This design comes from an exercise in tuning for small area and a short achievable clock period on the open sky130 flow, not from production work.
In this exercise RTL edits were held to simulation tests only and were not proved equivalent to the original.
Power is estimated from default activity; no workload was simulated.

==> design.v <==
module DALU(clk, rst, in_valid, instruction, out_valid, out);
input clk, rst, in_valid;
input [18:0] instruction;
output [15:0] out;
output reg out_valid;
wire [18:0] ins = instruction;
wire [2:0] op = ins[18:16];
wire [5:0] s = ins[15:10];
wire [5:0] tt = ins[9:4];
wire [3:0] f = ins[3:0];
wire op0 = op == 3'd0, mo1 = op == 3'd1, mo2 = op == 3'd2, mo3 = op == 3'd3, mo4 = op == 3'd4;
wire mlog = op0 & (f == 4'd0 | f == 4'd1 | f == 4'd2);
wire madd = op0 & (f == 4'd3);
wire msub = op0 & (f == 4'd4);
wire selAs = madd | msub | mo3 | mo4;
wire pass = (op0 & (f <= 4'd4)) | mo3 | mo4;
wire [5:0] lg = f[1] ? (s ^ tt) : f[0] ? (s | tt) : (s & tt);
wire [6:0] nt = 7'd0 - {tt[5], tt};
reg [7:0] r0, r1;
always @* begin
  case (f[1:0])
    2'b01: r0 = {{2{tt[5]}}, tt};
    2'b10: r0 = {nt, 1'b0};
    2'b11: r0 = {nt[6], nt};
    default: r0 = 8'd0;
  endcase
  case (f[3:1])
    3'b001, 3'b010: r1 = {{2{tt[5]}}, tt};
    3'b011: r1 = {tt[5], tt, 1'b0};
    3'b100: r1 = {nt, 1'b0};
    3'b101, 3'b110: r1 = {nt[6], nt};
    default: r1 = 8'd0;
  endcase
end
wire [7:0] w;
wire a0 = ~s[1];
wire a1, a2;
DALU_ha u_a1 (.a(s[2]), .b(tt[2]), .s(a1), .co(a2));
wire a3, a4;
DALU_ha u_a3 (.a(s[3]), .b(tt[3]), .s(a3), .co(a4));
wire a5, a6;
DALU_ha u_a5 (.a(s[4]), .b(tt[4]), .s(a5), .co(a6));
wire a7, a8;
DALU_ha u_a7 (.a(s[5]), .b(tt[5]), .s(a7), .co(a8));
wire a9, a10;
DALU_ha u_a9 (.a(s[5]), .b(tt[5]), .s(a9), .co(a10));
wire a11, a12;
DALU_ha u_a11 (.a(s[5]), .b(tt[5]), .s(a11), .co(a12));
wire a13, a14;
DALU_ha u_a13 (.a(s[0]), .b(tt[0]), .s(a13), .co(a14));
wire a15, a16;
DALU_fa u_a15 (.a(tt[1]), .b(f[1]), .c(a0), .s(a15), .co(a16));
wire a17, a18;
DALU_fa u_a17 (.a(f[2]), .b(s[1]), .c(a1), .s(a17), .co(a18));
wire a19, a20;
DALU_fa u_a19 (.a(f[3]), .b(a2), .c(a3), .s(a19), .co(a20));
wire a21, a22;
DALU_fa u_a21 (.a(f[3]), .b(a4), .c(a5), .s(a21), .co(a22));
wire a23, a24;
DALU_fa u_a23 (.a(f[3]), .b(a6), .c(a7), .s(a23), .co(a24));
wire a25, a26;
DALU_fa u_a25 (.a(f[3]), .b(a8), .c(a9), .s(a25), .co(a26));
wire a27, a28;
DALU_fa u_a27 (.a(f[3]), .b(a10), .c(a11), .s(a27), .co(a28));
wire a29, a30;
DALU_ha u_a29 (.a(f[0]), .b(a13), .s(a29), .co(a30));
wire a31, a32;
DALU_ha u_a31 (.a(a14), .b(a15), .s(a31), .co(a32));
wire a33, a34;
DALU_ha u_a33 (.a(a16), .b(a17), .s(a33), .co(a34));
wire a35, a36;
DALU_ha u_a35 (.a(a18), .b(a19), .s(a35), .co(a36));
wire a37, a38;
DALU_ha u_a37 (.a(a20), .b(a21), .s(a37), .co(a38));
wire a39, a40;
DALU_ha u_a39 (.a(a22), .b(a23), .s(a39), .co(a40));
wire a41, a42;
DALU_ha u_a41 (.a(a24), .b(a25), .s(a41), .co(a42));
wire a43, a44;
DALU_ha u_a43 (.a(a26), .b(a27), .s(a43), .co(a44));
wire a45 = a32 | (a31 & a30);
wire a46 = a31 & a29;
wire a47 = a36 | (a35 & a34);
wire a48 = a35 & a33;
wire a49 = a40 | (a39 & a38);
wire a50 = a39 & a37;
wire a51 = a44 | (a43 & a42);
wire a52 = a43 & a41;
wire a53 = a34 | (a33 & a45);
wire a54 = a33 & a46;
wire a55 = a47 | (a48 & a45);
wire a56 = a48 & a46;
wire a57 = a42 | (a41 & a49);
wire a58 = a41 & a50;
wire a59 = a51 | (a52 & a49);
wire a60 = a52 & a50;
wire a61 = a38 | (a37 & a55);
wire a62 = a37 & a56;
wire a63 = a49 | (a50 & a55);
wire a64 = a50 & a56;
wire a65 = a57 | (a58 & a55);
wire a66 = a58 & a56;
wire a67 = a59 | (a60 & a55);
wire a68 = a60 & a56;
wire a69 = a31 ^ a30;
wire a70 = a33 ^ a45;
wire a71 = a35 ^ a53;
wire a72 = a37 ^ a55;
wire a73 = a39 ^ a61;
wire a74 = a41 ^ a63;
wire a75 = a43 ^ a65;
assign w[0] = a29;
assign w[1] = a69;
assign w[2] = a70;
assign w[3] = a71;
assign w[4] = a72;
assign w[5] = a73;
assign w[6] = a74;
assign w[7] = a75;
reg v1;
reg ya0;
reg ya1;
reg ya2;
reg ya3;
reg ya4;
reg ya5;
reg ya6;
reg ya7;
reg ya8;
reg ya9;
reg yb0;
reg yb1;
reg yb2;
reg yb3;
reg yb4;
reg yb5;
reg yb6;
reg yb7;
reg yb8;
reg yb9;
reg yc0;
reg x0;
reg x1;
reg x2;
reg x3;
reg x4;
reg x5;
reg e0;
reg f0;
reg plo0;
reg plo1;
reg plo2;
reg plo3;
reg plo4;
reg plo5;
reg pc0;
reg pa0;
reg pa1;
reg pa2;
reg pa3;
reg pa4;
reg pa5;
reg pa6;
reg pa7;
reg pb0;
reg pb1;
reg pb2;
reg pb3;
reg pb5;
reg pb6;
reg pb7;
always @(posedge clk) begin
  v1 <= in_valid & ~rst;
  out_valid <= v1 & ~rst;
  ya0 <= (selAs & s[0]) | (mo1 & r0[0]) | (mlog & lg[0]) | (mo2 & 1'b0);
  ya1 <= (selAs & s[1]) | (mo1 & r0[1]) | (mlog & lg[1]) | (mo2 & 1'b0);
  ya2 <= (selAs & s[2]) | (mo1 & r0[2]) | (mlog & lg[2]) | (mo2 & 1'b0);
  ya3 <= (selAs & s[3]) | (mo1 & r0[3]) | (mlog & lg[3]) | (mo2 & w[0]);
  ya4 <= (selAs & s[4]) | (mo1 & r0[4]) | (mlog & lg[4]) | (mo2 & w[2]);
  ya5 <= (selAs & s[5]) | (mo1 & r0[5]) | (mlog & lg[5]) | (mo2 & w[3]);
  ya6 <= (selAs & s[5]) | (mo1 & r0[6]) | (mlog & lg[5]) | (mo2 & w[4]);
  ya7 <= (selAs & s[5]) | (mo1 & r0[7]) | (mlog & lg[5]) | (mo2 & w[5]);
  ya8 <= (selAs & s[5]) | (mo1 & r0[7]) | (mlog & lg[5]) | (mo2 & w[6]);
  ya9 <= (selAs & s[5]) | (mo1 & r0[7]) | (mlog & lg[5]) | (mo2 & w[7]);
  yb0 <= (madd & tt[0]) | (msub & nt[0]) | (mo3 & ins[0]) | (mo4 & ~ins[0]) | (mo1 & 1'b0);
  yb1 <= (madd & tt[1]) | (msub & nt[1]) | (mo3 & ins[1]) | (mo4 & ~ins[1]) | (mo1 & 1'b0);
  yb2 <= (madd & tt[2]) | (msub & nt[2]) | (mo3 & ins[2]) | (mo4 & ~ins[2]) | (mo1 & r1[0]);
  yb3 <= (madd & tt[3]) | (msub & nt[3]) | (mo3 & ins[3]) | (mo4 & ~ins[3]) | (mo1 & r1[1]);
  yb4 <= (madd & tt[4]) | (msub & nt[4]) | (mo3 & ins[4]) | (mo4 & ~ins[4]) | (mo1 & r1[2]) | (mo2 & ~w[1]);
  yb5 <= (madd & tt[5]) | (msub & nt[5]) | (mo3 & ins[5]) | (mo4 & ~ins[5]) | (mo1 & r1[3]) | (mo2 & ~w[1]);
  yb6 <= (madd & tt[5]) | (msub & nt[6]) | (mo3 & ins[6]) | (mo4 & ~ins[6]) | (mo1 & r1[4]) | (mo2 & ~w[1]);
  yb7 <= (madd & tt[5]) | (msub & nt[6]) | (mo3 & ins[7]) | (mo4 & ~ins[7]) | (mo1 & r1[5]) | (mo2 & ~w[1]);
  yb8 <= (madd & tt[5]) | (msub & nt[6]) | (mo3 & ins[8]) | (mo4 & ~ins[8]) | (mo1 & r1[6]) | (mo2 & ~w[1]);
  yb9 <= (madd & tt[5]) | (msub & nt[6]) | (mo3 & ins[9]) | (mo4 & ~ins[9]) | (mo1 & r1[7]) | (mo2 & ~w[1]);
  yc0 <= mo4;
  x0 <= mo1 ? s[0] : mo2 ? w[2] : pass;
  x1 <= mo1 ? s[1] : mo2 ? w[3] : 1'b0;
  x2 <= mo1 ? s[2] : mo2 ? w[4] : 1'b0;
  x3 <= mo1 ? s[3] : mo2 ? w[5] : 1'b0;
  x4 <= mo1 ? s[4] : mo2 ? w[6] : 1'b0;
  x5 <= mo1 ? s[5] : mo2 ? w[7] : 1'b0;
  e0 <= mo2 & w[0];
  f0 <= mo2 & ~w[1] & ~w[0];
  plo0 <= m221;
  plo1 <= m223;
  plo2 <= m225;
  plo3 <= m227;
  plo4 <= m229;
  plo5 <= m231;
  pc0 <= m232;
  pa0 <= m160;
  pa1 <= m168;
  pa2 <= m176;
  pa3 <= m184;
  pa4 <= m201;
  pa5 <= m209;
  pa6 <= m210;
  pa7 <= m219;
  pb0 <= m167;
  pb1 <= m175;
  pb2 <= m183;
  pb3 <= m191;
  pb5 <= m202;
  pb6 <= m215;
  pb7 <= m216;
end
wire [10:0] y;
wire m0, m1;
DALU_ha u_m0 (.a(ya0), .b(yb0), .s(m0), .co(m1));
wire m2, m3;
DALU_ha u_m2 (.a(ya1), .b(yb1), .s(m2), .co(m3));
wire m4, m5;
DALU_ha u_m4 (.a(ya2), .b(yb2), .s(m4), .co(m5));
wire m6, m7;
DALU_ha u_m6 (.a(ya3), .b(yb3), .s(m6), .co(m7));
wire m8, m9;
DALU_ha u_m8 (.a(ya4), .b(yb4), .s(m8), .co(m9));
wire m10, m11;
DALU_ha u_m10 (.a(ya5), .b(yb5), .s(m10), .co(m11));
wire m12, m13;
DALU_ha u_m12 (.a(ya6), .b(yb6), .s(m12), .co(m13));
wire m14, m15;
DALU_ha u_m14 (.a(ya7), .b(yb7), .s(m14), .co(m15));
wire m16, m17;
DALU_ha u_m16 (.a(ya8), .b(yb8), .s(m16), .co(m17));
wire m18, m19;
DALU_ha u_m18 (.a(ya9), .b(yb9), .s(m18), .co(m19));
wire m20, m21;
DALU_ha u_m20 (.a(ya9), .b(yb9), .s(m20), .co(m21));
wire m22 = m3 | (m2 & m1);
wire m23 = m2 & m0;
wire m24 = m7 | (m6 & m5);
wire m25 = m6 & m4;
wire m26 = m11 | (m10 & m9);
wire m27 = m10 & m8;
wire m28 = m15 | (m14 & m13);
wire m29 = m14 & m12;
wire m30 = m19 | (m18 & m17);
wire m31 = m18 & m16;
wire m32 = m5 | (m4 & m22);
wire m33 = m4 & m23;
wire m34 = m24 | (m25 & m22);
wire m35 = m25 & m23;
wire m36 = m13 | (m12 & m26);
wire m37 = m12 & m27;
wire m38 = m28 | (m29 & m26);
wire m39 = m29 & m27;
wire m40 = m21 | (m20 & m30);
wire m41 = m20 & m31;
wire m42 = m9 | (m8 & m34);
wire m43 = m8 & m35;
wire m44 = m26 | (m27 & m34);
wire m45 = m27 & m35;
wire m46 = m36 | (m37 & m34);
wire m47 = m37 & m35;
wire m48 = m38 | (m39 & m34);
wire m49 = m39 & m35;
wire m50 = m17 | (m16 & m48);
wire m51 = m16 & m49;
wire m52 = m30 | (m31 & m48);
wire m53 = m31 & m49;
wire m54 = m40 | (m41 & m48);
wire m55 = m41 & m49;
wire m56 = m1 | (m0 & yc0);
wire m57 = m22 | (m23 & yc0);
wire m58 = m32 | (m33 & yc0);
wire m59 = m34 | (m35 & yc0);
wire m60 = m42 | (m43 & yc0);
wire m61 = m44 | (m45 & yc0);
wire m62 = m46 | (m47 & yc0);
wire m63 = m48 | (m49 & yc0);
wire m64 = m50 | (m51 & yc0);
wire m65 = m52 | (m53 & yc0);
wire m66 = m54 | (m55 & yc0);
wire m67 = m0 ^ yc0;
wire m68 = m2 ^ m56;
wire m69 = m4 ^ m57;
wire m70 = m6 ^ m58;
wire m71 = m8 ^ m59;
wire m72 = m10 ^ m60;
wire m73 = m12 ^ m61;
wire m74 = m14 ^ m62;
wire m75 = m16 ^ m63;
wire m76 = m18 ^ m64;
wire m77 = m20 ^ m65;
assign y[0] = m67;
assign y[1] = m68;
assign y[2] = m69;
assign y[3] = m70;
assign y[4] = m71;
assign y[5] = m72;
assign y[6] = m73;
assign y[7] = m74;
assign y[8] = m75;
assign y[9] = m76;
assign y[10] = m77;
wire m78 = x0 & y[0];
wire m79 = x0 & y[1];
wire m80 = x0 & y[2];
wire m81 = x0 & y[3];
wire m82 = x0 & y[4];
wire m83 = x0 & y[5];
wire m84 = x0 & y[6];
wire m85 = x0 & y[7];
wire m86 = x0 & y[8];
wire m87 = x0 & y[9];
wire m88 = ~(x0 & y[10]);
wire m89 = x1 & y[0];
wire m90 = x1 & y[1];
wire m91 = x1 & y[2];
wire m92 = x1 & y[3];
wire m93 = x1 & y[4];
wire m94 = x1 & y[5];
wire m95 = x1 & y[6];
wire m96 = x1 & y[7];
wire m97 = x1 & y[8];
wire m98 = x1 & y[9];
wire m99 = ~(x1 & y[10]);
wire m100 = x2 & y[0];
wire m101 = x2 & y[1];
wire m102 = x2 & y[2];
wire m103 = x2 & y[3];
wire m104 = x2 & y[4];
wire m105 = x2 & y[5];
wire m106 = x2 & y[6];
wire m107 = x2 & y[7];
wire m108 = x2 & y[8];
wire m109 = x2 & y[9];
wire m110 = ~(x2 & y[10]);
wire m111 = x3 & y[0];
wire m112 = x3 & y[1];
wire m113 = x3 & y[2];
wire m114 = x3 & y[3];
wire m115 = x3 & y[4];
wire m116 = x3 & y[5];
wire m117 = x3 & y[6];
wire m118 = x3 & y[7];
wire m119 = x3 & y[8];
wire m120 = x3 & y[9];
wire m121 = ~(x3 & y[10]);
wire m122 = x4 & y[0];
wire m123 = x4 & y[1];
wire m124 = x4 & y[2];
wire m125 = x4 & y[3];
wire m126 = x4 & y[4];
wire m127 = x4 & y[5];
wire m128 = x4 & y[6];
wire m129 = x4 & y[7];
wire m130 = x4 & y[8];
wire m131 = x4 & y[9];
wire m132 = ~(x5 & y[0]);
wire m133 = ~(x5 & y[1]);
wire m134 = ~(x5 & y[2]);
wire m135 = ~(x5 & y[3]);
wire m136 = ~(x5 & y[4]);
wire m137 = ~(x5 & y[5]);
wire m138 = ~(x5 & y[6]);
wire m139 = ~(x5 & y[7]);
wire m140 = ~(x5 & y[8]);
wire m141, m142;
DALU_fa u_m141 (.a(f0), .b(m100), .c(m90), .s(m141), .co(m142));
wire m143, m144;
DALU_fa u_m143 (.a(m111), .b(m101), .c(m91), .s(m143), .co(m144));
wire m145, m146;
DALU_fa u_m145 (.a(m81), .b(m142), .c(m143), .s(m145), .co(m146));
wire m147, m148;
DALU_fa u_m147 (.a(m122), .b(m112), .c(m102), .s(m147), .co(m148));
wire m149, m150;
DALU_fa u_m149 (.a(m92), .b(m82), .c(m144), .s(m149), .co(m150));
wire m151, m152;
DALU_fa u_m151 (.a(m147), .b(m146), .c(m149), .s(m151), .co(m152));
wire m153 = ~(m132 ^ m123);
wire m154 = m132 | m123;
wire m155, m156;
DALU_fa u_m155 (.a(m113), .b(m103), .c(m93), .s(m155), .co(m156));
wire m157, m158;
DALU_fa u_m157 (.a(m153), .b(m83), .c(m148), .s(m157), .co(m158));
wire m159, m160;
DALU_fa u_m159 (.a(m155), .b(m150), .c(m157), .s(m159), .co(m160));
wire m161, m162;
DALU_fa u_m161 (.a(m133), .b(m124), .c(m114), .s(m161), .co(m162));
wire m163, m164;
DALU_fa u_m163 (.a(m104), .b(m154), .c(m94), .s(m163), .co(m164));
wire m165, m166;
DALU_fa u_m165 (.a(m84), .b(m161), .c(m156), .s(m165), .co(m166));
wire m167, m168;
DALU_fa u_m167 (.a(m158), .b(m163), .c(m165), .s(m167), .co(m168));
wire m169, m170;
DALU_fa u_m169 (.a(m134), .b(m125), .c(m115), .s(m169), .co(m170));
wire m171, m172;
DALU_fa u_m171 (.a(m105), .b(m95), .c(m162), .s(m171), .co(m172));
wire m173, m174;
DALU_fa u_m173 (.a(m85), .b(m169), .c(m164), .s(m173), .co(m174));
wire m175, m176;
DALU_fa u_m175 (.a(m171), .b(m166), .c(m173), .s(m175), .co(m176));
wire m177, m178;
DALU_fa u_m177 (.a(m135), .b(m126), .c(m116), .s(m177), .co(m178));
wire m179, m180;
DALU_fa u_m179 (.a(m106), .b(m96), .c(m170), .s(m179), .co(m180));
wire m181, m182;
DALU_fa u_m181 (.a(m86), .b(m177), .c(m172), .s(m181), .co(m182));
wire m183, m184;
DALU_fa u_m183 (.a(m179), .b(m174), .c(m181), .s(m183), .co(m184));
wire m185, m186;
DALU_fa u_m185 (.a(m136), .b(m127), .c(m117), .s(m185), .co(m186));
wire m187, m188;
DALU_fa u_m187 (.a(m107), .b(m87), .c(m97), .s(m187), .co(m188));
wire m189, m190;
DALU_fa u_m189 (.a(m178), .b(m185), .c(m180), .s(m189), .co(m190));
wire m191, m192;
DALU_fa u_m191 (.a(m187), .b(m182), .c(m189), .s(m191), .co(m192));
wire m193 = ~(m137 ^ m128);
wire m194 = m137 | m128;
wire m195, m196;
DALU_fa u_m195 (.a(m118), .b(m88), .c(m98), .s(m195), .co(m196));
wire m197, m198;
DALU_fa u_m197 (.a(m108), .b(m186), .c(m193), .s(m197), .co(m198));
wire m199, m200;
DALU_fa u_m199 (.a(m188), .b(m195), .c(m197), .s(m199), .co(m200));
wire m201, m202;
DALU_fa u_m201 (.a(m190), .b(m199), .c(m192), .s(m201), .co(m202));
wire m203, m204;
DALU_fa u_m203 (.a(m138), .b(m129), .c(m99), .s(m203), .co(m204));
wire m205, m206;
DALU_fa u_m205 (.a(m109), .b(m119), .c(m194), .s(m205), .co(m206));
wire m207, m208;
DALU_fa u_m207 (.a(m196), .b(m203), .c(m198), .s(m207), .co(m208));
wire m209, m210;
DALU_fa u_m209 (.a(m205), .b(m200), .c(m207), .s(m209), .co(m210));
wire m211, m212;
DALU_fa u_m211 (.a(m139), .b(m110), .c(m120), .s(m211), .co(m212));
wire m213, m214;
DALU_fa u_m213 (.a(m130), .b(m204), .c(m211), .s(m213), .co(m214));
wire m215, m216;
DALU_fa u_m215 (.a(m206), .b(m213), .c(m208), .s(m215), .co(m216));
wire m217, m218;
DALU_fa u_m217 (.a(m121), .b(m131), .c(m140), .s(m217), .co(m218));
wire m219, m220;
DALU_fa u_m219 (.a(m212), .b(m217), .c(m214), .s(m219), .co(m220));
wire m221, m222;
DALU_ha u_m221 (.a(e0), .b(m78), .s(m221), .co(m222));
wire m223, m224;
DALU_fa u_m223 (.a(m89), .b(m79), .c(m222), .s(m223), .co(m224));
wire m225, m226;
DALU_fa u_m225 (.a(m80), .b(m141), .c(m224), .s(m225), .co(m226));
wire m227, m228;
DALU_ha u_m227 (.a(m145), .b(m226), .s(m227), .co(m228));
wire m229, m230;
DALU_ha u_m229 (.a(m151), .b(m228), .s(m229), .co(m230));
wire m231, m232;
DALU_fa u_m231 (.a(m152), .b(m159), .c(m230), .s(m231), .co(m232));
wire [7:0] phi;
wire o0, o1;
DALU_ha u_o0 (.a(pa0), .b(pb0), .s(o0), .co(o1));
wire o2, o3;
DALU_ha u_o2 (.a(pa1), .b(pb1), .s(o2), .co(o3));
wire o4, o5;
DALU_ha u_o4 (.a(pa2), .b(pb2), .s(o4), .co(o5));
wire o6, o7;
DALU_ha u_o6 (.a(pa3), .b(pb3), .s(o6), .co(o7));
wire o8, o9;
DALU_ha u_o8 (.a(pa5), .b(pb5), .s(o8), .co(o9));
wire o10, o11;
DALU_ha u_o10 (.a(pa6), .b(pb6), .s(o10), .co(o11));
wire o12, o13;
DALU_ha u_o12 (.a(pa7), .b(pb7), .s(o12), .co(o13));
wire o14 = o3 | (o2 & o1);
wire o15 = o2 & o0;
wire o16 = o7 | (o6 & o5);
wire o17 = o6 & o4;
wire o18 = o8 & pa4;
wire o19 = o13 | (o12 & o11);
wire o20 = o12 & o10;
wire o21 = o5 | (o4 & o14);
wire o22 = o4 & o15;
wire o23 = o16 | (o17 & o14);
wire o24 = o17 & o15;
wire o25 = o11 | (o10 & o9);
wire o26 = o10 & o18;
wire o27 = o19 | (o20 & o9);
wire o28 = o20 & o18;
wire o29 = pa4 & o23;
wire o30 = pa4 & o24;
wire o31 = o9 | (o18 & o23);
wire o32 = o18 & o24;
wire o33 = o25 | (o26 & o23);
wire o34 = o26 & o24;
wire o35 = o27 | (o28 & o23);
wire o36 = o28 & o24;
wire o37 = o1 | (o0 & pc0);
wire o38 = o14 | (o15 & pc0);
wire o39 = o21 | (o22 & pc0);
wire o40 = o23 | (o24 & pc0);
wire o41 = o29 | (o30 & pc0);
wire o42 = o31 | (o32 & pc0);
wire o43 = o33 | (o34 & pc0);
wire o44 = o35 | (o36 & pc0);
wire o45 = o0 ^ pc0;
wire o46 = o2 ^ o37;
wire o47 = o4 ^ o38;
wire o48 = o6 ^ o39;
wire o49 = pa4 ^ o40;
wire o50 = o8 ^ o41;
wire o51 = o10 ^ o42;
wire o52 = o12 ^ o43;
assign phi[0] = o45;
assign phi[1] = o46;
assign phi[2] = o47;
assign phi[3] = o48;
assign phi[4] = o49;
assign phi[5] = o50;
assign phi[6] = o51;
assign phi[7] = o52;
wire [13:0] p = {phi, plo5, plo4, plo3, plo2, plo1, plo0};
assign out = {{2{p[13]}}, p};
endmodule
module DALU_fa(input a, input b, input c, output s, output co);
assign s = a ^ b ^ c;
assign co = (a & b) | (a & c) | (b & c);
endmodule
module DALU_ha(input a, input b, output s, output co);
assign s = a ^ b;
assign co = a & b;
endmodule
==> flow/run.sh <==
#!/bin/bash
# The standard layout, with the port buffers made of buf_2 cells instead of
# the resizer's default choice (a slow delay cell), and timing repair aiming
# at 5.8 ns of setup slack.
set -euo pipefail
echo 'export BUFFER_PORTS_ARGS = -buffer_cell sky130_fd_sc_hd__buf_2' >> config.mk
echo 'export SETUP_SLACK_MARGIN = 5.8' >> config.mk
bash standard.sh finish > flow.log 2>&1
==> standard.sh <==
#!/bin/bash
# synth_recipe.tcl (not shown) runs the flow's synth.tcl, then flattens the netlist and writes it again
# the make line also repeats each setting of config.mk as NAME=value (left out here)
make -C /OpenROAD-flow-scripts/flow DESIGN_CONFIG=/design/flow/config.mk WORK_HOME=/design/flow/orfs CLKGATE_MAP_FILE= SYNTH_SCRIPT=/design/flow/synth_recipe.tcl "${@:-finish}"
==> config.mk <==
export PLATFORM = sky130hd
export DESIGN_NAME = DALU
export DESIGN_NICKNAME = DALU
export VERILOG_FILES = /design/flow/design.v
export SDC_FILE = /design/flow/constraint.sdc
export NUM_CORES = 4
export LEC_CHECK = 0
export ABC_AREA = 1
export CAP_MARGIN = 20
export CORE_MARGIN = 2
export CORE_UTILIZATION = 40
export CTS_BUF_LIST = sky130_fd_sc_hd__clkbuf_8
export SLEW_MARGIN = 20
export SYNTH_HIERARCHICAL = 1
export SYNTH_MINIMUM_KEEP_SIZE = 0
export BUFFER_PORTS_ARGS = -buffer_cell sky130_fd_sc_hd__buf_2
export SETUP_SLACK_MARGIN = 5.8
==> constraint.sdc <==
create_clock -name core_clock -period 9.0 [get_ports {clk}]
set_input_delay 1.8000 -clock core_clock [delete_from_list [all_inputs] [get_ports {clk}]]
set_output_delay 1.8000 -clock core_clock [all_outputs]
set_load 0.01 [all_outputs]
==> results of run 1 <==
-- through the flow --
step            util  std cells  setup WS, ns  hold WS (ns)
2_1_floorplan      -        618          5.39         0.388
3_3_place_gp   0.446        785          5.12         0.396
3_5_place_dp   0.446        785          5.06         0.414
4_1_cts        0.500        811          5.48         0.428
5_1_grt        0.531        820          5.39         0.448
6_report       0.531        820          5.47         0.420
-- placed cells by master, fill, tap and decap left out, drive strengths merged, types with 5 or more instances in the layout --
| master | instances |
|---|---|
| a21oi | 25 |
| buf | 65 |
| clkbuf | 5 |
| dfxtp | 53 |
| fa | 48 |
| ha | 56 |
| inv | 73 |
| nand2 | 126 |
| nand3 | 46 |
| nand4 | 12 |
| nor2 | 84 |
| nor3 | 6 |
| o211ai | 5 |
| o21ai | 27 |
| o22ai | 6 |
| or2 | 7 |
| xor2 | 7 |
-- report_power, final --
part           total, W  switching, W  internal [W]
Clock          0.000125     0.0000730     0.0000521
Combinational  0.000752      0.000405      0.000347
Sequential     0.000321     0.0000300      0.000291
-- routing by layer --
metal | track usage | up-vias | wire length, um
li1 | - | 2101 | -
met4 | 0.0675 | 0 | 301
met2 | 0.372 | 147 | 6580
met1 | 0.238 | 2069 | 5310
met5 | 0 | - | 0
met3 | 0.0222 | 26 | 567
-- kinds of logic (layout without fill, tap and decap cells) --
kind of cell,Yosys count,in the layout
xor+xnor,10,10
buf+inv,93,148
compound gates,73,73
fa+ha+maj,104,104
flops,53,53
simple gates,285,285
-- layout make-up --
cell class / count / area (um2)
Clock inverter: 3 / 11.3
Inverter: 75 / 293
Clock buffer: 5 / 68.8
Multi-Input combinational cell: 472 / 4220
Fill cell: 1111 / 5610
Timing Repair Buffer: 65 / 499
Tap cell: 147 / 184
Sequential cell: 53 / 1080
-- per-module statistics from Yosys (local to each module, per instance) --
module | cells inside | cell area (um2) | times used | flip-flops and latches
DALU | 534 | 3490 | 1 | 53
DALU_ha | 1 | 12.5 | 36 | 0
DALU_fa | 1 | 20.0 | 48 | 0
-- worst register-to-register path, stage by stage (launching register included) --
cell	delay (ns)
dfxtp_2	0.34
ha_4	0.26
nand2_4	0.09
nand2_2	0.05
nand2_2	0.08
nand2_4	0.07
or3_4	0.35
nand2_4	0.07
nor2_2	0.04
fa_2	0.35
fa_2	0.34
fa_1	0.48
fa_2	0.38
fa_2	0.52
-- cell usage after synthesis (all sizes together), types with 7 or more instances --
cell type / count / share of area
nand2: 126 / 0.10
buf: 17 / 0.026
nand3: 46 / 0.047
nand4: 12 / 0.018
o21ai: 27 / 0.028
a21oi: 25 / 0.026
or2: 7 / 0.0089
fa: 48 / 0.20
xor2: 7 / 0.013
ha: 56 / 0.14
dfxtp: 53 / 0.22
inv: 71 / 0.054
nor2: 84 / 0.068
-- what timing repair did --
action,CTS,global route
setup buffers,18,9
pin swaps,45,54
endpoints found under the setup margin,39,40
resized for setup,98,74
-- worst min path at each step --
stage	slack, ns	cells after the start	end	startpoint
final	0.42	2	out_valid	v1
after global routing	0.45	2	out_valid	v1
after CTS	0.43	2	out_valid	v1
after detailed placement	0.41	2	out_valid	v1
after global placement	0.40	2	out_valid	v1
after floorplan	0.39	2	out_valid	v1
==> reports/qor.yml, run 1 <==
grt_max_degree: 17
path_clk_slew_ns: 0.09
vias: 4343
worstPathMaxFanout: 3
antenna_found_initial: 0
drv_slew: 0
path_cells: "ha_4 > a21oi_4 > o21ai_4 > nand3_2 > nand3_2 > xor2_2 > buf_2"
tightest_slew_ns: 0.583
finalCritPeriodShare: 0.392
crit_type: "reg -> out"
async_reset_ff_frac: 0
syn-cell-area_um2: 4900
finalSetupViolCount: 0
clk_latency_ns: 0.30
fin_setup_tns_ns: 0
vdd_drop_max_v: 0.0000790
htreeDepth: 2
synthMuxAreaShare: 0
synth-compound-area-share: 0.0861
hold_buffers: 0
hold_violations: 0
diodes: 0
io-pin-count: 39
initial_core_util: 0.410
critPathSlowestCell: "dfxtp_2"
dpl-instance-area_um2: 5330
finalClockSkew_ns: 0.00970
die_w_um: 115
power.density_nw_per_um2: 188
setup.worst_path.start: "pa1"
fin_area_um2: 6350
crit_path_start_kind: "flip-flop"
cp.buffers_inverters: 1
wirelength_mm: 12.8
critical_path.endpoint_type: "output port"
cts_tree: "done"
r2r_end: "pa4"
synthSimpleGateAreaFrac: 0.256
power.leakage_nw: 3.01
drc_errors: 0
reg2regPathDepth: 13
reg2reg_slack_ns: 5.54
fin_crit_ns: 3.53
avgSynthCellArea_um2: 7.93
r2r_start: "yb1"
synth_nets: 744
port_buffers: 38
arrival_ns: 1.73
clock-sinks: 53
slowest_delay_ns: 0.34
finalPower_w: 0.00120
grtUsageTotal: 0.200
syn_inst: 618
layout-drive-gt1-share: 0.342
yosysSeqAreaShare: 0.217
synth-xor-area-share: 0.0179
maxSlewHeadroom: 0.610
rsz0062_at_grt: "yes"
synthAdderAreaFrac: 0.339
viasPerCell: 5.30
critical_path.top_delay_family: "flip-flops"
ant_nets: 0
syn_to_final_growth_pct: 29.7
maxCapViolCount: 0
ys_ff_latch: 53
clockRootBuffer: "clkbuf_8"
synthFlopType: "dfxtp_1"
fp-row-count: 40
die_y_um: 115
critPathCapture: "out[14]"
outcome: "timing/DRC/antenna clean"
ys_warn_count: 7
synth_edf_count: 0
first_pass_iters: 6
grt_pass1_vias: 4441
cts_buffers: 5
placeableCoreArea_um2: 12000
hp-class: "reg -> reg"
required_ns: 7.20
dp_hpwl_mm: 9.79
fmax_ghz: 0.284
finish.net_count: 798
grt_overflow: 0
crit_cells: 7
gp_congestion: 0.928
grt_pass1_wl_mm: 20.9
critPathMostFrequentCell: "nand3_2"
cts_buffer_depth: 2
ys_types: 36
die-area_um2: 13100
synth_top_family_by_area: "adder cells"
avgRoutedWirePerCell_um: 15.6
drt_iter0_markers: 441
==> run 2, diff against run 1 <==
==> flow/run.sh (replaced) <==
#!/bin/bash
# The standard layout, with the port buffers made of buf_2 cells instead of
# the resizer's default choice (a slow delay cell), and timing repair aiming
# at 5.2 ns of setup slack.
set -euo pipefail
echo 'export BUFFER_PORTS_ARGS = -buffer_cell sky130_fd_sc_hd__buf_2' >> config.mk
echo 'export SETUP_SLACK_MARGIN = 5.2' >> config.mk
bash standard.sh finish > flow.log 2>&1
--- a/config.mk
+++ b/config.mk
@@ -16,2 +16,2 @@
 export BUFFER_PORTS_ARGS = -buffer_cell sky130_fd_sc_hd__buf_2
-export SETUP_SLACK_MARGIN = 5.8
+export SETUP_SLACK_MARGIN = 5.2
==> run 2 against run 1 <==
Still clean on timing, DRC and antenna. Area after synthesis unchanged. Clock skew down 0.0016 ns. Die area unchanged. Wire length down 4.1%. Final area down 16%. Sequential cell count unchanged. Combinational power down 29%. Largest cell class unchanged.
==> reports/qor.yml, run 2 <==
synth_area_leader_cell: "dfxtp_1"
finish.net_count: 772  # -3.3%
ys_types: 36  # unchanged
hp-class: "reg -> reg"
ys_ff_latch: 53  # unchanged
ys_warn_count: 7  # unchanged
clockRootBuffer: "clkbuf_8"
port_buffers: 38  # unchanged
htreeDepth: 2  # unchanged
syn_to_final_growth_pct: 8.89
synthTopCellsByArea: "dfxtp_1, fa_1, ha_1"
fmax_ghz: 0.271  # -4.5%
cts_buffers: 5  # unchanged
syn_inst: 618  # unchanged
maxCapViolCount: 0  # unchanged
finalCritPeriodShare: 0.410  # +0.0185
path_cells: "ha_1 > nand2_1 > inv_1 > nand2_1 > nand2_2 > or3_4 > nand2_2 > nor2_1 > fa_1 > fa_1 > fa_1 > fa_1 > fa_1"
power.leakage_nw: 2.74  # -9.0%
diodes: 0  # unchanged
crit_path_start_kind: "flip-flop"
ant_nets: 0  # unchanged
placeableCoreArea_um2: 12000  # unchanged
critical_path.endpoint_type: "flip-flop"
wirelength_mm: 12.2  # -4.1%
drv_slew: 0  # unchanged
maxSlewHeadroom: 0.622  # +0.0119
critPathSlowestCell: "fa_1"
whs_ns: 0.408  # -0.0115 ns
die_w_um: 115  # unchanged
fin_crit_ns: 3.69  # +0.166 ns
crit_type: "reg -> reg"
synth_nets: 744  # unchanged
io-pin-count: 39  # unchanged
tightest_slew_ns: 0.566  # -0.0163 ns
grt_pass1_vias: 4108  # -7.5%
yosysSeqAreaShare: 0.217  # unchanged
clk_latency_ns: 0.32  # +0.02 ns
worstPathMaxFanout: 5  # +2
synth_edf_count: 0  # unchanged
path_clk_slew_ns: 0.10  # about the same
grtUsageTotal: 0.195  # -0.00498
antenna_found_initial: 0  # unchanged
avgRoutedWirePerCell_um: 15.4  # -0.92%
hold_buffers: 0  # unchanged
rsz0062_at_grt: "yes"
avgSynthCellArea_um2: 7.93  # unchanged
arrival_ns: 3.89  # +2.16 ns
synth_common_cells: "nand2_1, nor2_1, inv_1, ha_1, dfxtp_1"
drt_iter0_markers: 206  # -53%
final_common_cell: "nand2_1"
synthFlopType: "dfxtp_1"
outcome: "timing/DRC/antenna clean"
cts_tree: "done"
vdd_drop_max_v: 0.0000555  # -30%
slowest_delay_ns: 0.47  # +0.13 ns
layout-drive-gt1-share: 0.130  # -0.212
grt_pass1_wl_mm: 20.0  # -4.2%
drc_errors: 0  # unchanged
power.density_nw_per_um2: 185  # -1.8%
fp-row-count: 40  # unchanged
finalClockSkew_ns: 0.00811  # -0.00159 ns
hold_violations: 0  # unchanged
cts_buffer_depth: 2  # unchanged
gp_congestion: 0.949  # +2.3%
required_ns: 9.20  # +2.00 ns
fin_setup_tns_ns: 0  # unchanged
viasPerCell: 5.21  # -1.7%
clock-sinks: 53  # unchanged
vias: 4134  # -4.8%
synth_most_common_cell: "nand2_1"
grt_max_degree: 20  # +3
critPathMostFrequentCell: "fa_1"
die_y_um: 115  # unchanged
dp_hpwl_mm: 10.2  # +4.7%
syn-cell-area_um2: 4900  # unchanged
finalSetupViolCount: 0  # unchanged
post-route-util: 0.446  # -0.0853
first_pass_iters: 4  # -2
grt_overflow: 0  # unchanged
synth.top_cell.area_share: 0.217  # unchanged
die-area_um2: 13100  # unchanged
initial_core_util: 0.410  # unchanged
async_reset_ff_frac: 0  # unchanged
final_cell_mix: "nand2_1, nor2_1, inv_1"
run 2: changes by cell type in the layout (fill, tap and decap cells not counted), moves of 12 or more:
cell,change
fa_1,+18
nor2_1,+16
buf_4,-20
ha_4,-18
ha_1,+20
nand2_1,+19
nand2_4,-13
dfxtp_1,+12
fa_2,-18
dfxtp_2,-12
run 2: cells by family after synthesis:
| family | Yosys count | share of synthesized area |
|---|---|---|
| flip-flops | 53 | 0.217 |
| adder cells (fa/ha/maj) | 104 | 0.339 |
| AND/OR/NAND/NOR | 285 | 0.256 |
| AO/OA/AOI/OAI | 73 | 0.0861 |
| XOR/XNOR | 10 | 0.0179 |
| buffers and inverters | 93 | 0.0838 |
run 2: path summary, 6_finish.rpt:
| kind | startpoint | to | slack [ns] | cells after the start |
|---|---|---|---|---|
| worst min-delay path | v1 | out_valid | 0.41 | 2 |
| worst max register to register | ya3 | pa4 | 5.31 | 13 |
| worst min register to register | v1 | out_valid | 0.41 | 2 |
| worst max-delay path | ya3 | pa4 | 5.31 | 13 |
run 2: where the power goes:
part | internal (W) | total [W] | switching (W)
Clock | 0.0000578 | 0.000141 | 0.0000833
Sequential | 0.000288 | 0.000309 | 0.0000212
Combinational | 0.000221 | 0.000537 | 0.000316
run 2: timing repair:
action,4_1_cts,5_1_grt
setup endpoints to repair,4,8
pin swaps,0,1
gates cloned,0,0
resized for setup,2,17
setup buffers,0,1
run 2: final cells by class:
cell class | count | area [um2]
fillers | 1220 | 6630
repair buffers | 39 | 198
clock buffers | 5 | 68.8
well taps | 147 | 184
multi-input cells | 472 | 3510
inverters | 75 | 282
flip-flops and latches | 53 | 1060
clock inverters | 3 | 26.3
run 2: stage by stage:
stage               total power [W]  instances  instance area, um2  setup WS (ns)
finish                     0.000987        794                5330           5.31
global route                0.00109        794                5330           5.15
floorplan                  0.000773        618                4900           5.29
CTS                        0.000984        793                5240           5.22
detailed placement         0.000838        785                5140           4.98
global placement           0.000826        785                5140           5.00
run 2: worst max-delay path, delay by kind of cell, from the launching register on:
family	cells	cell delay (ns)
buf+inv	1	0.05
simple gates	6	0.77
fa+ha+maj	6	2.43
flops	1	0.33
run 2: modules after synthesis, one instance, submodules excluded:
module	cells inside	times used
DALU_fa	1	48
DALU_ha	1	36
DALU	534	1
run 2: metal layers:
| metal | global-route usage | part of all wire |
|---|---|---|
| met5 | 0 | 0 |
| met4 | 0.0650 | 0.029 |
| met3 | 0.0254 | 0.038 |
| met2 | 0.365 | 0.51 |
| met1 | 0.228 | 0.42 |
==> run 3, diff against run 2 <==
==> flow/run.sh (replaced) <==
#!/bin/bash
# The standard layout, with the port buffers made of buf_2 cells instead of
# the resizer's default choice (a slow delay cell), and timing repair aiming
# at 5.4 ns of setup slack.
set -euo pipefail
echo 'export BUFFER_PORTS_ARGS = -buffer_cell sky130_fd_sc_hd__buf_2' >> config.mk
echo 'export SETUP_SLACK_MARGIN = 5.4' >> config.mk
bash standard.sh finish > flow.log 2>&1
--- a/config.mk
+++ b/config.mk
@@ -16,2 +16,2 @@
 export BUFFER_PORTS_ARGS = -buffer_cell sky130_fd_sc_hd__buf_2
-export SETUP_SLACK_MARGIN = 5.2
+export SETUP_SLACK_MARGIN = 5.4
==> run 3 against run 2 <==
Setup slack better by 0.11 ns. Sequential power is 3% higher. First-iteration DRC count increased by 1.5%. Final area grew 4.3%. Sequential cell count did not move. Largest cell class unchanged. Critical path depth is 2 lower. Combinational power rose by 15%. Still clean on timing, DRC and antenna. Register-to-register slack better by 0.23 ns. Worst hold slack gained 0.0027 ns. Via count up 3.9%.
==> reports/qor.yml, run 3 <==
grt_pass1_wl_mm: 21.2  # +6.1%
synth_nets: 744  # unchanged
worstPathMaxFanout: 7  # +2
first_pass_iters: 5  # +1
r2r_end: "pa4"
final_common_cell: "nand2_1"
dp_cells: 785  # unchanged
syn_inst: 618  # unchanged
fp-row-count: 40  # unchanged
syn-cell-area_um2: 4900  # unchanged
ys_ff_latch: 53  # unchanged
drc_errors: 0  # unchanged
fin_setup_tns_ns: 0  # unchanged
finalNonFillerCells: 800  # +0.76%
vias: 4295  # +3.9%
grt_pass1_vias: 4381  # +6.6%
synth_most_common_cell: "nand2_1"
die-area_um2: 13100  # unchanged
synth_edf_count: 0  # unchanged
yosysSeqAreaShare: 0.217  # unchanged
fin_crit_ns: 3.58  # -0.110 ns
syn_to_final_growth_pct: 13.5
die_y_um: 115  # unchanged
vdd_drop_max_v: 0.0000631  # +14%
rsz0062_at_grt: "yes"
clock-sinks: 53  # unchanged
finalSetupViolCount: 0  # unchanged
arrival_ns: 3.76  # -0.13 ns
power.leakage_nw: 2.76  # +0.96%
timing.final.ws_setup_ns: 5.42  # +0.110 ns
wirelength_mm: 13.2  # +7.5%
whs_ns: 0.411  # +0.00274 ns
finalPower_w: 0.00108  # +9.0%
ys_types: 36  # unchanged
initial_core_util: 0.410  # unchanged
grt_max_degree: 18  # -10%
route.met2.wl_mm: 6.74  # +8.0%
antenna_found_initial: 0  # unchanged
clk_latency_ns: 0.31  # about the same
avgSynthCellArea_um2: 7.93  # unchanged
hp-class: "reg -> reg"
tightest_slew_ns: 0.593  # +0.0270 ns
grtUsageTotal: 0.207  # +0.0118
finalCritPeriodShare: 0.398  # -0.0123
maxCapViolCount: 0  # unchanged
die_w_um: 115  # unchanged
crit_path_start_kind: "primary input"
met1_length_mm: 5.33  # +2.6%
routed.top_layer: "met4"
wl_met3_um: 555  # +20%
synth_common_cells: "nand2_1, nor2_1, inv_1, ha_1, dfxtp_1"
htreeDepth: 2  # unchanged
fmax_ghz: 0.279  # +3.1%
clockRootBuffer: "clkbuf_8"
required_ns: 9.18  # -0.02 ns
r2r_start: "ya1"
final_cell_mix: "nand2_1, nor2_1, inv_1"
grt_overflow: 0  # unchanged
viasPerCell: 5.37  # +3.1%
hold_violations: 0  # unchanged
critical_path.endpoint_type: "flip-flop"
ant_nets: 0  # unchanged
whs_path_depth: 2  # unchanged
finish.net_count: 778  # +0.78%
port_buffers: 38  # unchanged
cts_buffer_depth: 2  # unchanged
avgRoutedWirePerCell_um: 16.4  # +6.7%
reg2reg_slack_ns: 5.54  # +0.23 ns
dp_hpwl_mm: 10.8  # +5.3%
io-pin-count: 39  # unchanged
hp-start: "v1"
gp_congestion: 0.916  # -3.5%
power.density_nw_per_um2: 193  # +4.6%
finalClockSkew_ns: 0.0109  # +0.00282 ns
cts_buffers: 5  # unchanged
fillers: 1193  # -2.2%
drt_iter0_markers: 209  # +1.5%
crit_type: "in -> reg"
synth.top_cell.area_share: 0.217  # unchanged
min_to: "out_valid"
synthFlopType: "dfxtp_1"
reg2regPathDepth: 13  # unchanged
diodes: 0  # unchanged
maxSlewHeadroom: 0.604  # -0.0180
drv_slew: 0  # unchanged
placeableCoreArea_um2: 12000  # unchanged
synth_area_leader_cell: "dfxtp_1"
cts_tree: "done"
async_reset_ff_frac: 0  # unchanged
dp_slack_ns: 5.06  # +0.0789 ns
path_clk_slew_ns: 0.10  # about the same
synthTopCellsByArea: "dfxtp_1, fa_1, ha_1"
ys_warn_count: 7  # unchanged
outcome: "timing/DRC/antenna clean"
layout-drive-gt1-share: 0.191  # +0.0616
[run 3: cell counts after synthesis]
Identical to the previous run, type by type.
[run 3: through the flow]
stage / utilization / cell area [um2]
CTS: 0.452 / 5410
global placement: 0.433 / 5180
floorplan: - / 4930
detailed placement: 0.433 / 5180
finish: 0.465 / 5560
global route: 0.465 / 5560
[run 3: metal layers]
layer,global-route usage,vias to the layer above
li1,-,2064
met1,0.241,2057
met2,0.376,135
met3,0.0222,39
met4,0.101,0
met5,0,-
[run 3: area by class of cell]
cell class              instances  area (um2)  share of cell area
clock buffers                   5        68.8              0.0124
inverters                      75         282              0.0506
repair buffers                 45         248              0.0445
well taps                     147         184              0.0331
flip-flops and latches         53        1070               0.192
clock inverters                 3        22.5             0.00405
multi-input cells             472        3690               0.664
[run 3: kinds of logic (layout without fill, tap and decap cells)]
kind of cell             Yosys count  count (layout)  synth area share
buffers and inverters             93             128            0.0838
adder cells (fa/ha/maj)          104             104             0.339
XOR/XNOR                          10              10            0.0179
flip-flops                        53              53             0.217
AO/OA/AOI/OAI                     73              73            0.0861
AND/OR/NAND/NOR                  285             285             0.256
[run 3: critical path, cell delays in order]
cell and delay (ns):
buf_2 0.18, ha_2 0.31, fa_1 0.48, ha_4 0.30
nand3_1 0.08, nand2_2 0.10, nand3_1 0.11, nand2_1 0.09
nand2_1 0.06, nand3_1 0.11, o21ai_0 0.14
[run 3: how the worst max path moves through the flow]
| stage | from | endpoint | slack (ns) | depth (start not counted) |
|---|---|---|---|---|
| after detailed placement | instruction[7] | x3 | 5.06 | 11 |
| final | instruction[6] | x4 | 5.42 | 11 |
| after global routing | pa0 | out[11] | 5.34 | 7 |
| after floorplan | instruction[13] | x3 | 5.39 | 10 |
| after global placement | instruction[7] | x3 | 5.09 | 11 |
| after CTS | ya0 | pa4 | 5.40 | 10 |
[run 3: what timing repair did]
action,4_1_cts,5_1_grt
resized for setup,20,33
pin swaps,3,13
hold buffers,0,0
endpoints found under the setup margin,9,16
setup buffers,3,4
[run 3: per-module statistics from Yosys (local to each module, per instance)]
module,flops+latches,cells
DALU,53,534
DALU_ha,0,1
DALU_fa,0,1
[run 3: where the power goes]
group | internal [W] | switching [W]
clock network | 0.0000547 | 0.0000836
registers | 0.000289 | 0.0000283
logic | 0.000273 | 0.000348
total | 0.000616 | 0.000460
==> run 4, diff against run 3 <==
==> flow/run.sh (replaced) <==
#!/bin/bash
# The standard layout, with the port buffers made of buf_2 cells instead of
# the resizer's default choice (a slow delay cell), and timing repair aiming
# at 5.3 ns of setup slack.
set -euo pipefail
echo 'export BUFFER_PORTS_ARGS = -buffer_cell sky130_fd_sc_hd__buf_2' >> config.mk
echo 'export SETUP_SLACK_MARGIN = 5.3' >> config.mk
bash standard.sh finish > flow.log 2>&1
--- a/config.mk
+++ b/config.mk
@@ -12,2 +12,3 @@
 export CTS_BUF_LIST = sky130_fd_sc_hd__clkbuf_8
+export PLACE_DENSITY = 0.8
 export SLEW_MARGIN = 20
@@ -16,2 +17,2 @@
 export BUFFER_PORTS_ARGS = -buffer_cell sky130_fd_sc_hd__buf_2
-export SETUP_SLACK_MARGIN = 5.4
+export SETUP_SLACK_MARGIN = 5.3
==> run 4 against run 3 <==
Still clean. Clock skew increased by 0.0011 ns. Non-clock buffer count decreased by 5. Sequential cell count unchanged.
==> reports/qor.yml, run 4 <==
gp_congestion: 0.938  # +2.5%
avgRoutedWirePerCell_um: 14.7  # -11%
hp-class: "reg -> reg"
yosysSeqAreaShare: 0.217  # unchanged
hold_violations: 0  # unchanged
drt_iter0_markers: 251  # +20%
r2r_start: "ya0"
synth_most_common_cell: "nand2_1"
power.leakage_nw: 2.73  # -1.0%
final_common_cell: "nand2_1"
clockRootBuffer: "clkbuf_8"
p_comb_frac: 0.551  # -0.026
reg2regPathDepth: 10  # -3
maxCapViolCount: 0  # unchanged
grtUsageTotal: 0.185  # -0.0224
synthFlopType: "dfxtp_1"
fmax_ghz: 0.277  # -0.82%
wirelength_mm: 11.7  # -11%
dp_cells: 785  # unchanged
multiInputGateArea_um2: 3570  # -3.2%
die-area_um2: 13100  # unchanged
syn_to_final_growth_pct: 10.3
fin_area_um2: 5400  # -2.9%
fin_crit_ns: 3.61  # +0.0296 ns
synth_area_leader_cell: "dfxtp_1"
finalCritPeriodShare: 0.401  # +0.00329
drv_slew: 0  # unchanged
initial_core_util: 0.410  # unchanged
ys_ff_latch: 53  # unchanged
fin_setup_tns_ns: 0  # unchanged
drc_errors: 0  # unchanged
synth_edf_count: 0  # unchanged
fp-row-count: 40  # unchanged
cts_tree: "done"
placeableCoreArea_um2: 12000  # unchanged
diodes: 0  # unchanged
clkPwrFrac: 0.142  # +0.013
dpl-instance-area_um2: 5160  # -0.41%
clk_latency_ns: 0.32  # about the same
power.density_nw_per_um2: 189  # -2.6%
ant_nets: 0  # unchanged
worstPathMaxFanout: 7  # unchanged
internal-power_w: 0.000584  # -5.3%
syn-cell-area_um2: 4900  # unchanged
setup.worst_path.start: "instruction[6]"
final_cell_mix: "nand2_1, nor2_1, inv_1"
required_ns: 9.21  # +0.03 ns
grt_pass1_wl_mm: 19.1  # -9.9%
ys_warn_count: 7  # unchanged
tightest_slew_ns: 0.535  # -0.0588 ns
finish.net_count: 773  # -0.64%
clock-sinks: 53  # unchanged
htreeDepth: 2  # unchanged
pwr-share-seq: 0.307  # +0.012
port_buffers: 38  # unchanged
post-route-util: 0.452  # -0.0134
io-pin-count: 39  # unchanged
antenna_found_initial: 0  # unchanged
syn_inst: 618  # unchanged
layout-drive-gt1-share: 0.153  # -0.0386
outcome: "timing/DRC/antenna clean"
switching_share: 0.427  # -0.000670
finalClockSkew_ns: 0.0121  # +0.00115 ns
die_w_um: 115  # unchanged
cts_buffers: 5  # unchanged
grt_overflow: 0  # unchanged
crit_path_start_kind: "primary input"
finalPower_w: 0.00102  # -5.4%
async_reset_ff_frac: 0  # unchanged
finalNonFillerCells: 795  # -0.63%
path_clk_slew_ns: 0.11  # about the same
critical_path.endpoint_type: "flip-flop"
reg2reg_slack_ns: 5.46  # -0.08 ns
viasPerCell: 5.30  # -1.3%
synth_nets: 744  # unchanged
arrival_ns: 3.83  # +0.07 ns
finalSetupViolCount: 0  # unchanged
r2r_end: "pa4"
maxSlewHeadroom: 0.643  # +0.0392
dp_hpwl_mm: 9.57  # -11%
fillers: 1161  # -2.7%
cts_buffer_depth: 2  # unchanged
p_sw_w: 0.000435  # -5.5%
rsz0062_at_grt: "no"
seq_area_um2: 1060  # -0.47%
grt_max_degree: 20  # +2
ys_types: 36  # unchanged
avgSynthCellArea_um2: 7.93  # unchanged
die_y_um: 115  # unchanged
crit_type: "in -> reg"
critPathCapture: "x3"
first_pass_iters: 5  # unchanged
synth_common_cells: "nand2_1, nor2_1, inv_1, ha_1, dfxtp_1"
synth.top_cell.area_share: 0.217  # unchanged
vdd_drop_max_v: 0.0000786  # +25%
grt_pass1_vias: 4075  # -7.0%
vias: 4211  # -2.0%
synthTopCellsByArea: "dfxtp_1, fa_1, ha_1"
==> run 4: Yosys stat by module, one instance, submodules excluded <==
module / cells / cell area [um2] / copies in the design
DALU: 534 / 3490 / 1
DALU_fa: 1 / 20.0 / 48
DALU_ha: 1 / 12.5 / 36
==> run 4: logic make-up (layout without fill, tap and decap cells) <==
group	Yosys count	after routing	synth area share
xor+xnor	10	10	0.0179
buf+inv	93	123	0.0838
fa+ha+maj	104	104	0.339
simple gates	285	285	0.256
flops	53	53	0.217
compound gates	73	73	0.0861
==> run 4: metal layers <==
metal,share of wire,global-route usage,vias to the layer above
met5,0,0,-
met4,0.019,0.0610,0
met3,0.061,0.0254,14
met2,0.50,0.335,155
met1,0.42,0.224,1991
li1,-,-,2051
==> run 4: worst min-delay path by stage <==
stage | start | to | slack [ns] | cells after the start
5_1_grt | v1 | out_valid | 0.44 | 2
3_5_place_dp | v1 | out_valid | 0.40 | 2
4_1_cts | v1 | out_valid | 0.41 | 2
6_report | v1 | out_valid | 0.41 | 2
2_1_floorplan | v1 | out_valid | 0.39 | 2
3_3_place_gp | v1 | out_valid | 0.39 | 2
==> run 4: cell type report <==
| type | count | area share |
|---|---|---|
| well taps | 147 | 0.0341 |
| clock inverters | 3 | 0.00533 |
| inverters | 75 | 0.0521 |
| clock buffers | 5 | 0.0127 |
| repair buffers | 40 | 0.0380 |
| flip-flops and latches | 53 | 0.196 |
| multi-input cells | 472 | 0.661 |
==> run 4: through the flow <==
stage	hold slack (ns)	worst slack, ns
CTS	0.414	5.30
finish	0.411	5.39
detailed placement	0.399	5.04
global route	0.442	5.29
global placement	0.390	5.06
floorplan	0.388	5.32
==> run 4: power groups by stage <==
stage / Sequential [W] / Clock [W] / Combinational, W
finish: 0.000313 / 0.000145 / 0.000561
global route: 0.000317 / 0.000156 / 0.000640
CTS: 0.000308 / 0.000149 / 0.000540
detailed placement: 0.000313 / 0 / 0.000528
global placement: 0.000312 / 0 / 0.000508
floorplan: 0.000306 / 0 / 0.000469
==> run 4: worst max-delay path, cell delays in order <==
cell,delay (ns)
buf_2,0.16
ha_1,0.31
fa_1,0.44
ha_4,0.28
a21oi_1,0.17
nand2_2,0.10
ha_1,0.18
nor2_1,0.13
a21oi_1,0.08
o21ai_1,0.10
o21ai_1,0.08
==> run 4: what timing repair did <==
action	in CTS	in global routing
gates cloned	0	0
buffers inserted	1	1
endpoints found under the setup margin	6	11
pin swaps	0	2
hold buffers	0	0
resized for setup	5	26
==> run 5, diff against run 4 <==
--- a/config.mk
+++ b/config.mk
@@ -12,3 +12,2 @@
 export CTS_BUF_LIST = sky130_fd_sc_hd__clkbuf_8
-export PLACE_DENSITY = 0.8
 export SLEW_MARGIN = 20
==> run 5 against run 4 <==
Still clean on timing, DRC and antenna. Final area up 0.63%. Sequential share of layout area down 0.099 points. Clock power down 4%. Combinational power up 3%. Cell count up 0.25%. Sequential power about the same. Global-route usage up 1.5 points. Setup slack better by 0.0058 ns. Total power up 1.6%. Sequential cell count unchanged. Critical endpoint is now pa4.
==> reports/qor.yml, run 5 <==
grt_overflow: 0  # unchanged
fin_setup_tns_ns: 0  # unchanged
syn_inst: 618  # unchanged
clkPwrFrac: 0.135  # -0.007
yosysSeqAreaShare: 0.217  # unchanged
finalCritPeriodShare: 0.401  # -0.000641
tightest_slew_ns: 0.580  # +0.0456 ns
port_buffers: 38  # unchanged
final_common_cell: "nand2_1"
synthTopCellsByArea: "dfxtp_1, fa_1, ha_1"
async_reset_ff_frac: 0  # unchanged
switching_share: 0.425  # -0.00205
setup.worst_path.start: "ya0"
outcome: "timing/DRC/antenna clean"
post-route-util: 0.454  # +0.00282
internal-power_w: 0.000595  # +2.0%
r2r_end: "pa4"
critPathCapture: "pa4"
p_comb_frac: 0.561  # +0.010
ys_ff_latch: 53  # unchanged
syn_to_final_growth_pct: 11.0
placeableCoreArea_um2: 12000  # unchanged
avgSynthCellArea_um2: 7.93  # unchanged
reg2regPathDepth: 10  # unchanged
critPathSlowestCell: "fa_1"
critPathMostFrequentCell: "fa_1"
avgRoutedWirePerCell_um: 15.6  # +6.1%
power.density_nw_per_um2: 190  # +0.97%
antenna_found_initial: 0  # unchanged
grt_pass1_vias: 4334  # +6.4%
finalPower_w: 0.00103  # +1.6%
die-area_um2: 13100  # unchanged
first_pass_iters: 5  # unchanged
synth_most_common_cell: "nand2_1"
critical_path.top_delay_family: "adder cells"
cts_tree: "done"
reg2reg_slack_ns: 5.39  # -0.07 ns
vias: 4228  # +0.40%
r2r_start: "ya0"
clockRootBuffer: "clkbuf_8"
drt_iter0_markers: 210  # -16%
dp_hpwl_mm: 10.3  # +7.2%
worstPathMaxFanout: 6  # -1
htreeDepth: 2  # unchanged
critical_path.endpoint_type: "flip-flop"
final_cell_mix: "nand2_1, nor2_1, inv_1"
ys_types: 36  # unchanged
crit_path_start_kind: "flip-flop"
crit_cells: 10  # -1
finalNonFillerCells: 797  # +0.25%
synth.top_cell.area_share: 0.217  # unchanged
power.leakage_nw: 2.75  # +0.52%
die_y_um: 115  # unchanged
fp-row-count: 40  # unchanged
initial_core_util: 0.410  # unchanged
diodes: 0  # unchanged
slowest_delay_ns: 0.46  # +0.02 ns
io-pin-count: 39  # unchanged
cp.buffers_inverters: 0  # -1
hold_buffers: 0  # unchanged
drc_errors: 0  # unchanged
maxCapViolCount: 0  # unchanged
synth_common_cells: "nand2_1, nor2_1, inv_1, ha_1, dfxtp_1"
required_ns: 9.20  # about the same
clock-sinks: 53  # unchanged
synthFlopType: "dfxtp_1"
ant_nets: 0  # unchanged
p_sw_w: 0.000439  # +1.1%
ys_warn_count: 7  # unchanged
cts_buffer_depth: 2  # unchanged
whs_path_depth: 2  # unchanged
synth_area_leader_cell: "dfxtp_1"
clk_latency_ns: 0.32  # about the same
fmax_ghz: 0.277  # +0.16%
pwr-share-seq: 0.305  # -0.002
vdd_drop_max_v: 0.0000657  # -16%
layout-drive-gt1-share: 0.157  # +0.00415
die_w_um: 115  # unchanged
dp_cells: 785  # unchanged
finalSetupViolCount: 0  # unchanged
finish.net_count: 775  # +0.26%
grt_pass1_wl_mm: 20.4  # +6.8%
syn-cell-area_um2: 4900  # unchanged
viasPerCell: 5.30  # +0.15%
arrival_ns: 3.81  # -0.02 ns
wirelength_mm: 12.4  # +6.4%
path_cells: "ha_1 > nand3_1 > nand3_2 > xnor2_2 > or2_2 > fa_2 > fa_1 > fa_1 > fa_1 > fa_1"
fin_crit_ns: 3.61  # -0.00577 ns
hold_violations: 0  # unchanged
hp-class: "reg -> reg"
crit_type: "reg -> reg"
grtUsageTotal: 0.200  # +0.0151
grt_max_degree: 19  # -5.0%
cts_buffers: 5  # unchanged
synth_edf_count: 0  # unchanged
drv_slew: 0  # unchanged
rsz0062_at_grt: "yes"
gp_congestion: 0.945  # +0.71%
finalClockSkew_ns: 0.00682  # -0.00525 ns
path_clk_slew_ns: 0.10  # about the same
maxSlewHeadroom: 0.613  # -0.0305
synth_nets: 744  # unchanged
==> run 5: what timing repair did <==
| item | 4_1_cts | 5_1_grt |
|---|---|---|
| endpoints found under the setup margin | 8 | 13 |
| gates resized for setup | 8 | 25 |
| hold endpoints to repair | 0 | 0 |
| pin swaps | 0 | 5 |
| cloned | 0 | 0 |
| setup buffers | 0 | 4 |
==> run 5: worst min-delay path by stage <==
stage	startpoint	to	slack, ns
final	v1	out_valid	0.41
after global routing	v1	out_valid	0.42
after CTS	v1	out_valid	0.41
after detailed placement	v1	out_valid	0.40
after global placement	v1	out_valid	0.39
after floorplan	v1	out_valid	0.39
==> run 5: cell type report <==
cell class | instances | area (um2)
clock buffer | 5 | 68.8
inverter | 75 | 282
fill | 1247 | 6530
sequential | 53 | 1060
tap | 147 | 184
multi-input combinational | 472 | 3590
timing repair buffer | 42 | 223
clock inverter | 3 | 25.0
==> run 5: per-stage QoR <==
stage | cell area, um2 | hold WS, ns | setup WS [ns]
finish | 5440 | 0.409 | 5.39
global route | 5440 | 0.420 | 5.25
CTS | 5280 | 0.413 | 5.30
detailed placement | 5160 | 0.396 | 5.01
global placement | 5160 | 0.393 | 5.05
floorplan | 4910 | 0.388 | 5.32
==> run 5: per-module statistics from Yosys (local to each module, per instance) <==
module   copies in the design  cells  area (um2)
DALU_fa                    48      1        20.0
DALU                        1    534        3490
DALU_ha                    36      1        12.5
==> run 5: cells by family (layout without fill, tap and decap cells) <==
group                      after synthesis  after routing  synth area share
and+or+nand+nor                        285            285             0.256
buffers and inverters                   93            125            0.0838
xor gates and xnor gates                10             10            0.0179
DFF                                     53             53             0.217
adders and majority gates              104            104             0.339
AOI/OAI and AO/OA                       73             73            0.0861
==> run 5: routing by layer <==
layer / part of all wire / vias up / routed length, um / track usage
met5: 0 / - / 0 / 0
met3: 0.050 / 29 / 623 / 0.0318
li1: - / 2059 / - / -
met1: 0.40 / 2015 / 4930 / 0.215
met4: 0.033 / 0 / 409 / 0.0878
met2: 0.52 / 125 / 6490 / 0.381
==> run 5: tightest hold or removal path, delay by kind of cell, from the launching register on <==
kind / cells / cell delay [ns]
DFF: 1 / 0.31
buffers and inverters: 1 / 0.04
and+or+nand+nor: 1 / 0.03
==> run 5: power groups by stage <==
| stage | clock network [W] | logic (W) | registers, W |
|---|---|---|---|
| 2_1_floorplan | 0 | 0.000469 | 0.000306 |
| 3_3_place_gp | 0 | 0.000516 | 0.000312 |
| 3_5_place_dp | 0 | 0.000529 | 0.000313 |
| 4_1_cts | 0.000146 | 0.000537 | 0.000308 |
| 5_1_grt | 0.000155 | 0.000664 | 0.000320 |
| 6_report | 0.000139 | 0.000580 | 0.000315 |

## separate check: timing with driven ports
The results above use ideal ports. As a check the final layouts listed here were re-extracted and re-timed, cells and wires unchanged.
Step 1 (the two cells are an assumption about what drives the block):
set clk [get_ports {clk}]
set_driving_cell -lib_cell sky130_fd_sc_hd__clkbuf_16 $clk
set_driving_cell -lib_cell sky130_fd_sc_hd__buf_2 [delete_from_list [all_inputs] $clk]
Step 2 also shifts input and output timing later by t, the mid clock arrival at the registers, as if the neighbouring blocks saw the same clock.
Slacks: ideal / step 1 / step 2; pairs: ideal / step 1.
| run | t (ns) | setup WS [ns] | worst data-port slew with drivers (ns) | pins driven straight from the clock port |
|---|---|---|---|---|
| run 1 | 0.329 | 5.474 / 5.442 / 5.156 | 0.06 | 1 |
| run 2 | 0.346 | 5.308 / 5.308 / 4.987 | 0.03 | 1 |
| run 3 | 0.343 | 5.418 / 5.425 / 5.084 | 0.04 | 1 |
| run 4 | 0.343 | 5.388 / 5.371 / 5.056 | 0.04 | 1 |
| run 5 | 0.347 | 5.394 / 5.375 / 5.072 | 0.03 | 1 |
After both steps setup and hold are still met in every run listed. For run 3, which loses most, drivers alone change the setup slack by +0.007 ns; drivers and shift together by -0.334 ns.
